This design comes from an exercise in tuning for small area on the open sky130 flow, not from production work. Only simulation tests tie the RTL to the original design; equivalence was not proved. Power is estimated from default activity; no workload was simulated.

### flow/run.sh
#!/bin/bash
# synth_recipe.tcl (not shown) runs the flow's synth.tcl, then flattens the netlist and writes it again
# the make line also repeats each setting of config.mk as NAME=value (left out here)
make -C /OpenROAD-flow-scripts/flow DESIGN_CONFIG=/design/flow/config.mk WORK_HOME=/design/flow/orfs CLKGATE_MAP_FILE= SYNTH_SCRIPT=/design/flow/synth_recipe.tcl finish
### flow/config.mk
export PLATFORM = sky130hd
export DESIGN_NAME = riscv_cpu
export DESIGN_NICKNAME = riscv_cpu
export VERILOG_FILES = /design/flow/design.v
export SDC_FILE = /design/flow/constraint.sdc
export NUM_CORES = 4
export LEC_CHECK = 0
export CAP_MARGIN = 20
export CORE_MARGIN = 2
export CORE_UTILIZATION = 40
export SLEW_MARGIN = 20
### flow/constraint.sdc
create_clock -name core_clock -period 12.5 [get_ports {clk}]
set_input_delay 2.5000 -clock core_clock [delete_from_list [all_inputs] [get_ports {clk}]]
set_output_delay 2.5000 -clock core_clock [all_outputs]
set_load 0.01 [all_outputs]
### flow/design.v
module adder #(parameter WIDTH = 32) (
    input       [WIDTH-1:0] a, b,
    output      [WIDTH-1:0] sum
);
assign sum = a + b;
endmodule
module mux2 #(parameter WIDTH = 8) (
    input       [WIDTH-1:0] d0, d1,
    input       sel,
    output      [WIDTH-1:0] y
);
assign y = sel ? d1 : d0;
endmodule
module mux4 #(parameter WIDTH = 8) (
    input       [WIDTH-1:0] d0, d1, d2, d3,
    input       [1:0] sel,
    output      [WIDTH-1:0] y
);
assign y = sel[1] ? (sel[0] ? d3 : d2) : (sel[0] ? d1 : d0);
endmodule
module reset_ff #(parameter WIDTH = 8) (
    input       clk, rst,
    input       [WIDTH-1:0] d,
    output reg  [WIDTH-1:0] q
);
always @(posedge clk or posedge rst) begin
    if (rst) q <= 0;
    else     q <= d;
end
endmodule
module imm_extend (
    input  [31:7]     instr,
    input  [ 1:0]     immsrc,
    output reg [31:0] immext
);
always @(*) begin
    case(immsrc)
        2'b00: immext = {{20{instr[31]}}, instr[31:20]};
        2'b01:   immext = {{20{instr[31]}}, instr[31:25], instr[11:7]};
        2'b10:   immext = {{20{instr[31]}}, instr[7], instr[30:25], instr[11:8], 1'b0};
        2'b11:   immext = {{12{instr[31]}}, instr[19:12], instr[20], instr[30:21], 1'b0};
        default: immext = 32'bx;  
    endcase
end
endmodule
module reg_file #(parameter DATA_WIDTH = 32) (
    input       clk,
    input       wr_en,
    input       [4:0] rd_addr1, rd_addr2, wr_addr,
    input       [DATA_WIDTH-1:0] wr_data,
    output      [DATA_WIDTH-1:0] rd_data1, rd_data2
);
reg [DATA_WIDTH-1:0] reg_file_arr [0:31];
always @(posedge clk) begin
    if (wr_en) reg_file_arr[wr_addr] <= wr_data;
end
assign rd_data1 = ( rd_addr1 != 0 ) ? reg_file_arr[rd_addr1] : 0;
assign rd_data2 = ( rd_addr2 != 0 ) ? reg_file_arr[rd_addr2] : 0;
endmodule
module alu #(parameter WIDTH = 32) (
    input [WIDTH-1:0] a,
	 input [WIDTH-1:0] b,        
    input       [2:0] alu_ctrl, funct3,          
    input opb4,
    output reg  [WIDTH-1:0] alu_out,     
    output zero, lt, ltu                     
);
always @(*) begin
    case (alu_ctrl)
        3'b000, 001:  alu_out = a + (alu_ctrl[0] == 1'b0 ? b : ~b + 1);  
        3'b010:  alu_out = a & b;        
        3'b011:  alu_out = a | b;        
        3'b100:  alu_out = $signed(a) >>> b[4:0];    
        3'b101:  alu_out = a >> b[4:0];       
        3'b110:  alu_out = a << b[4:0];       
        3'b111:  alu_out = a ^ b;  
        default: alu_out = 0;
    endcase
    if(opb4) begin
        case(funct3)
            3'b010: alu_out = lt;
            3'b011: alu_out = ltu;
        endcase
    end
end
wire [WIDTH-1:0] diff = a - b;
assign lt = (a[31] != b[31]) ? a[31] : diff[31];
assign ltu = (a[31] != b[31]) ? ~a[31] : diff[31];
assign zero = (alu_out == 0) ? 1'b1 : 1'b0;
endmodule
module alu_decoder (
    input            opb5,
    input [2:0]      funct3,
    input            funct7b5,
    input [1:0]      ALUOp,
    output reg [2:0] ALUControl
);
always @(*) begin
    case (ALUOp)
        2'b00: ALUControl = 3'b000;              
        2'b01: ALUControl = 3'b001;              
        default:
            case (funct3)  
                3'b000: begin
                    if   (funct7b5 & opb5) ALUControl = 3'b001;  
                    else ALUControl = 3'b000;  
                end
                3'b001:  ALUControl = 3'b110;  
                3'b010, 3'b011:  ALUControl = 3'b001;  
                3'b100:  ALUControl = 3'b111;  
                3'b101: begin
                    if(funct7b5) begin 
								ALUControl = 3'b100;  
						  end
                    else begin
								ALUControl = 3'b101;  
						  end
                end
                3'b110:  ALUControl = 3'b011;  
                3'b111:  ALUControl = 3'b010;  
                default: ALUControl = 3'bxxx;  
            endcase
    endcase
end
endmodule
module main_decoder (
    input  [6:0] op,
    input  [2:0] funct3,
    input        Zero, lt, ltu,
    output [1:0] ResultSrc,
    output       MemWrite, Branch, ALUSrc,
    output       RegWrite, Jump, Jalr,
    output [1:0] ImmSrc,
    output [1:0] ALUOp
);
reg [10:0] controls;
reg TakeBranch;
always @(*) begin
    TakeBranch = 0;
    casez (op)
        7'b0000011: controls = 11'b1_00_1_0_01_00_0_0;  
        7'b0100011: controls = 11'b0_01_1_1_00_00_0_0;  
        7'b0110011: controls = 11'b1_xx_0_0_00_10_0_0;  
        7'b1100011:  begin  
				controls = 11'b0_10_0_0_00_01_0_0;
            casez (funct3)
                3'b000: TakeBranch = Zero;
                3'b001: TakeBranch = !Zero;
                3'b100: TakeBranch = lt;
                3'b101: TakeBranch = !lt;
                3'b110: TakeBranch = ltu;
                3'b111: TakeBranch = !ltu;
            endcase
        end
        7'b0010011: controls = 11'b1_00_1_0_00_10_0_0;  
        7'b1101111: controls = 11'b1_11_0_0_10_00_1_0;  
		  7'b0010111, 7'b0110111: controls = 11'b1_xx_x_0_11_xx_0_0;  
        7'b1100111: controls = 11'b1_00_1_0_10_00_0_1;  
        default:    controls = 11'bx_xx_x_x_xx_xx_x_x;  
    endcase
end
assign Branch = TakeBranch;
assign {RegWrite, ImmSrc, ALUSrc, MemWrite, ResultSrc, ALUOp, Jump, Jalr} = controls;
endmodule
module controller (
    input [6:0]  op,
    input [2:0]  funct3,
    input        funct7b5,
    input        Zero, lt, ltu,
    output       [1:0] ResultSrc,
    output       MemWrite,
    output       PCSrc, ALUSrc,
    output       RegWrite, Jalr,
    output [1:0] ImmSrc,
    output [2:0] ALUControl
);
wire [1:0] ALUOp;
wire       Branch, Jump;
main_decoder    md (op, funct3, Zero, lt, ltu, ResultSrc, MemWrite, Branch,
                    ALUSrc, RegWrite, Jump, Jalr, ImmSrc, ALUOp);
alu_decoder     ad (op[5], funct3, funct7b5, ALUOp, ALUControl);
assign PCSrc = Branch | Jump;
endmodule
module datapath (
    input         clk, reset,
    input [1:0]   ResultSrc,
    input         PCSrc, ALUSrc,
    input         RegWrite,
    input [1:0]   ImmSrc,
    input [2:0]   ALUControl,
    input         Jalr,
    output        Zero, lt, ltu,
    output [31:0] PC,
    input  [31:0] Instr,
    output [31:0] Mem_WrAddr, Mem_WrData,
    input  [31:0] ReadData,
    output [31:0] Result
);
wire [31:0] PCNext, PCPlus4, PCTarget, PCjalr;
wire [31:0] ImmExt, SrcA, SrcB, WriteData, ALUResult, AuiPC, lAuiPC;
reset_ff #(32) pcreg(clk, reset, PCjalr, PC);
adder          pcadd4(PC, 32'd4, PCPlus4);
adder          pcaddbranch(PC, ImmExt, PCTarget);
mux2 #(32)     pcmux(PCPlus4, PCTarget, PCSrc, PCNext);
mux2 #(32)     pcjalrmux(PCNext, ALUResult, Jalr, PCjalr);
reg_file       rf (clk, RegWrite, Instr[19:15], Instr[24:20], Instr[11:7], Result, SrcA, WriteData);
imm_extend     ext (Instr[31:7], ImmSrc, ImmExt);
mux2 #(32)     srcbmux(WriteData, ImmExt, ALUSrc, SrcB);
alu            alu (SrcA, SrcB, ALUControl, Instr[14:12], Instr[4], ALUResult, Zero, lt, ltu);
adder				auipcadder({Instr[31:12], 12'b0}, PC, AuiPC);
mux2 #(32)		lauipcmux(AuiPC, {Instr[31:12], 12'b0}, Instr[5], lAuiPC);
mux4 #(32)     resultmux(ALUResult, ReadData, PCPlus4, lAuiPC, ResultSrc, Result);
assign Mem_WrData = WriteData;
assign Mem_WrAddr = ALUResult;
endmodule
module riscv_cpu (
    input         clk, reset,
    output [31:0] PC,
    input  [31:0] Instr,
    output        MemWrite,
    output [31:0] Mem_WrAddr, Mem_WrData,
    input  [31:0] ReadData,
    output [31:0] Result
);
wire        ALUSrc, RegWrite, Jalr, Zero, lt, ltu;
wire [1:0]  ResultSrc, ImmSrc;
wire [2:0]  ALUControl;
controller  c   (Instr[6:0], Instr[14:12], Instr[30], Zero, lt, ltu,
                ResultSrc, MemWrite, PCSrc, ALUSrc, RegWrite, Jalr,
                ImmSrc, ALUControl);
datapath    dp  (clk, reset, ResultSrc, PCSrc,
                ALUSrc, RegWrite, ImmSrc, ALUControl, Jalr,
                Zero, lt, ltu, PC, Instr, Mem_WrAddr, Mem_WrData, ReadData, Result);
endmodule
==> flow_summary.ini <==
[timing]
finalSetupViolations = 0
period_needed_ns = 12.23
max_freq_ghz = 0.0817
hold_viol = 0
slew_violations = 0
fin_skew_ns = 0.0877
holdWs_ns = 0.705
tightest_slew_ns = 1.21
max_slew_margin_pct = 19.0
timing.final.crit_share_pct = 97.9

[logic_synthesis]
synth_fa_ha_area_share_pct = 3.66
ys.flop_type = edfxtp_1
synth_nets = 4853
synth_top_family_by_area = multiplexers
synthTopCellsByArea = edfxtp_1 (49%), mux4_2 (18%), mux2i_1 (3.7%), ha_1 (3.5%), a21oi_1 (1.7%)
ys_async_sr_fraction_pct = 3.03
syn-mean-instance-area_sq_um = 13.7
synth-seq-cells = 1056
yosys_warnings = 7
synth-xor-area-share_pct = 1.68
synth_area_sq_um = 63100
synth_compound_area_share_pct = 11.2
synth_edf_count = 1024
synth.area.mux_share_pct = 22.5
yosysUniqueCellTypes = 102
yosys.area_share.simple_pct = 7.48
ys_seq_area_share_pct = 50.0
synth_top_area_cell = edfxtp_1
syn_inst = 4605
yosysTopAreaCellShare_pct = 48.7

[finish]
final_nets = 5362
final_layout_size_suffix_gt1_share_pct = 27.3
final_common_cell = edfxtp_1
mostFrequentLayoutCells = edfxtp_1 (1024), mux4_2 (505), buf_4 (486)
fillers = 13700
design_area_sq_um = 74700
fin_util_pct = 47.8
syn_to_final_growth_pct = 18.4

[worst_setup_path]
crit_path_max_incr_delay_ns = 0.53
path_buf_inv = 11
path_max_fanout = 13
r2r_setup_slack_ns = 4.01
critPathSlowestCell = mux4_2
critPathRequiredTime_ns = 10.00
end_kind = output pin
ff2ff_path_depth = 39
crit_type = in -> out
reg2reg_to = dp.pcreg.q[0]
crit_family = buffers and inverters
path_common_cell = buf_4
timing.rr.start = dp.rf.reg_file_arr[23][7]
crit_path_start_kind = input port
arrival_ns = 9.73

[run]
cap_viol_max_count = 0

[routing]
vias = 48600
wl_per_cell_um = 37.5
antenna_left = 0
routed_via_density = 6.70
dr.pass1.iters = 6
wirelength_mm = 273
first_iter_violations = 7360
drc_errors = 0

[clock_network]
cts_buffer_depth = 3
clk_latency_ns = 0.76
cts_tree = built
cts_sinks = 1056
cts-root-buf = clkbuf_16
cts_buffers = 109
clkTransAtPathRegs_ns = 0.06
htree_num_levels = 3

[global_route]
grt_pass1_wl_mm = 376
grt_remaining_overflow = 0
antenna_found_initial = 17
grt_pass1_vias = 47000
grt_usage_pct = 33.2
grt_max_degree = 96

[floorplan]
die_width_um = 401
die_height_um = 401
start_util_pct = 40.4
ios = 195
dieArea_sq_um = 161000
coreArea_sq_um = 156000
row_count = 145

[power_and_ir_drop]
pwr-share-comb_pct = 29.8
p_clk_share_pct = 31.4
p_per_area_nw_per_um2 = 143
peakVddDrop_mv = 0.112
switchingPower_w = 0.00346
swShare_pct = 32.3
p_leak_nw = 26.2
sequentialPowerShare_pct = 38.8
p_int_w = 0.00725

[hold_path]
hold_depth = 1
min_from = dp.pcreg.q[0]
min_path_type = reg -> reg
min_to = dp.pcreg.q[0]

[placement]
port_buffers = 194
dpl_cell_area_sq_um = 70800
place_congestion = 1.05
dpl.hpwl_mm = 186

[outcome]
status = complete, no violations
metal layers:
metal	vias to the layer above	track usage (%)	routed length (um)
li1	19700	-	-
met3	608	7.49	30800
met1	24900	44.3	103000
met4	16	17.4	16800
met2	3366	50.9	122000
met5	-	0	113
cells by family (layout without fill, tap and decap cells):
kind of cell    Yosys count  count (layout)
compound gates         1028            1028
xor+xnor                121             121
fa+ha+maj               182             182
buf+inv                 445            1041
flops                  1056            1056
mux                     784             784
other cells               0               3
simple gates            989             989
metrics by stage:
step | power, W | setup TNS (ns) | instances | setup slack (ns)
global route | 0.0110 | -0.000778 | 7259 | -0.000778
global placement | 0.00731 | -0.0156 | 7054 | -0.0156
floorplan | 0.00585 | 0 | 4605 | 0.0823
detailed placement | 0.00732 | -0.0978 | 7054 | -0.0886
finish | 0.0107 | 0 | 7262 | 0.266
CTS | 0.0107 | 0 | 7252 | 0.0235
synth_stat cells (all sizes together), types with 24 or more instances:
| master | count |
|---|---|
| a211oi | 68 |
| a21o | 33 |
| a21oi | 214 |
| a221oi | 29 |
| a22o | 25 |
| a22oi | 41 |
| a31oi | 43 |
| and2 | 47 |
| and3 | 33 |
| buf | 175 |
| clkbuf | 149 |
| dfrtp | 32 |
| edfxtp | 1024 |
| ha | 178 |
| inv | 119 |
| mux2 | 47 |
| mux2i | 232 |
| mux4 | 505 |
| nand2 | 258 |
| nand3 | 145 |
| nand4 | 24 |
| nor2 | 269 |
| nor2b | 34 |
| nor3 | 63 |
| o211ai | 65 |
| o21a | 28 |
| o21ai | 189 |
| o221ai | 53 |
| o22ai | 54 |
| xnor2 | 85 |
| xor2 | 36 |
cell type report:
class	count	area (sq um)	area share (%)
sequential	1056	31600	42.2
multi-input combinational	3104	30000	40.2
timing repair buffer	722	6470	8.66
clock buffer	124	2810	3.75
tap	2058	2570	3.45
clock inverter	74	856	1.15
inverter	121	457	0.611
antenna	3	7.51	0.0100
what timing repair did:
action	4_1_cts	5_1_grt
pin swaps	1	9
setup buffers	0	3
gates resized for setup	3	35
gates cloned	0	4
hold buffers	0	0
setup endpoints to repair	2	17
worst reg2reg max path: cells and delay by family (launching register included):
kind,cells,cell delay [ns]
compound gates,11,2.70
xor+xnor,1,0.13
fa+ha+maj,1,0.33
buf+inv,10,1.67
flops,1,0.38
mux,4,1.32
simple gates,12,1.81
worst max path at each step:
stage                 endpoint  depth (start not counted)       from  slack, ns
detailed placement  Result[21]                         34  Instr[20]      -0.09
floorplan           Result[29]                         29  Instr[22]       0.08
global route        Result[21]                         38   Instr[4]    -0.0008
global placement    Result[30]                         31  Instr[20]      -0.02
CTS                 Result[21]                         31  Instr[20]       0.02
finish              Result[21]                         35  Instr[20]       0.27
state kept, by name, indices dropped and copies added (netlist names):
name / cells
dp.pcreg.q: 32
dp.rf.reg_file_arr: 1024
power groups by stage:
stage	registers, W	clock network, W	logic, W
2_1_floorplan	0.00419	0	0.00166
3_3_place_gp	0.00422	0	0.00309
3_5_place_dp	0.00423	0	0.00310
4_1_cts	0.00415	0.00340	0.00311
5_1_grt	0.00416	0.00354	0.00334
6_report	0.00415	0.00337	0.00319

[static timing again, ports no longer ideal]
No port has a modelled driver above. Below, the same layout with a new extraction and two added sets of constraints.
Step 1 sets driving cells, clkbuf_16 on the clock port and buf_2 on the other inputs (assumed; they add their load-dependent delay and slew).
Step 2 adds t to the input delays and takes it off the output delays; t is the mean of the earliest and latest rising clock arrival at the registers after step 1. Input paths then give back, and output paths get back, about the clock's delay inside the block.
Slacks: ideal / step 1 / step 2; pairs: ideal / step 1.
t, ns: 0.790
slack for setup (ns): 0.266 / 0.199 / 0.199
worst hold slack (ns): 0.705 / 0.705 / 0.705
clock arrival spread, ns: 0.088 / 0.087
After both steps this run still meets setup and hold. For this run, drivers alone change the setup slack by -0.067 ns; drivers and shift together by -0.067 ns.
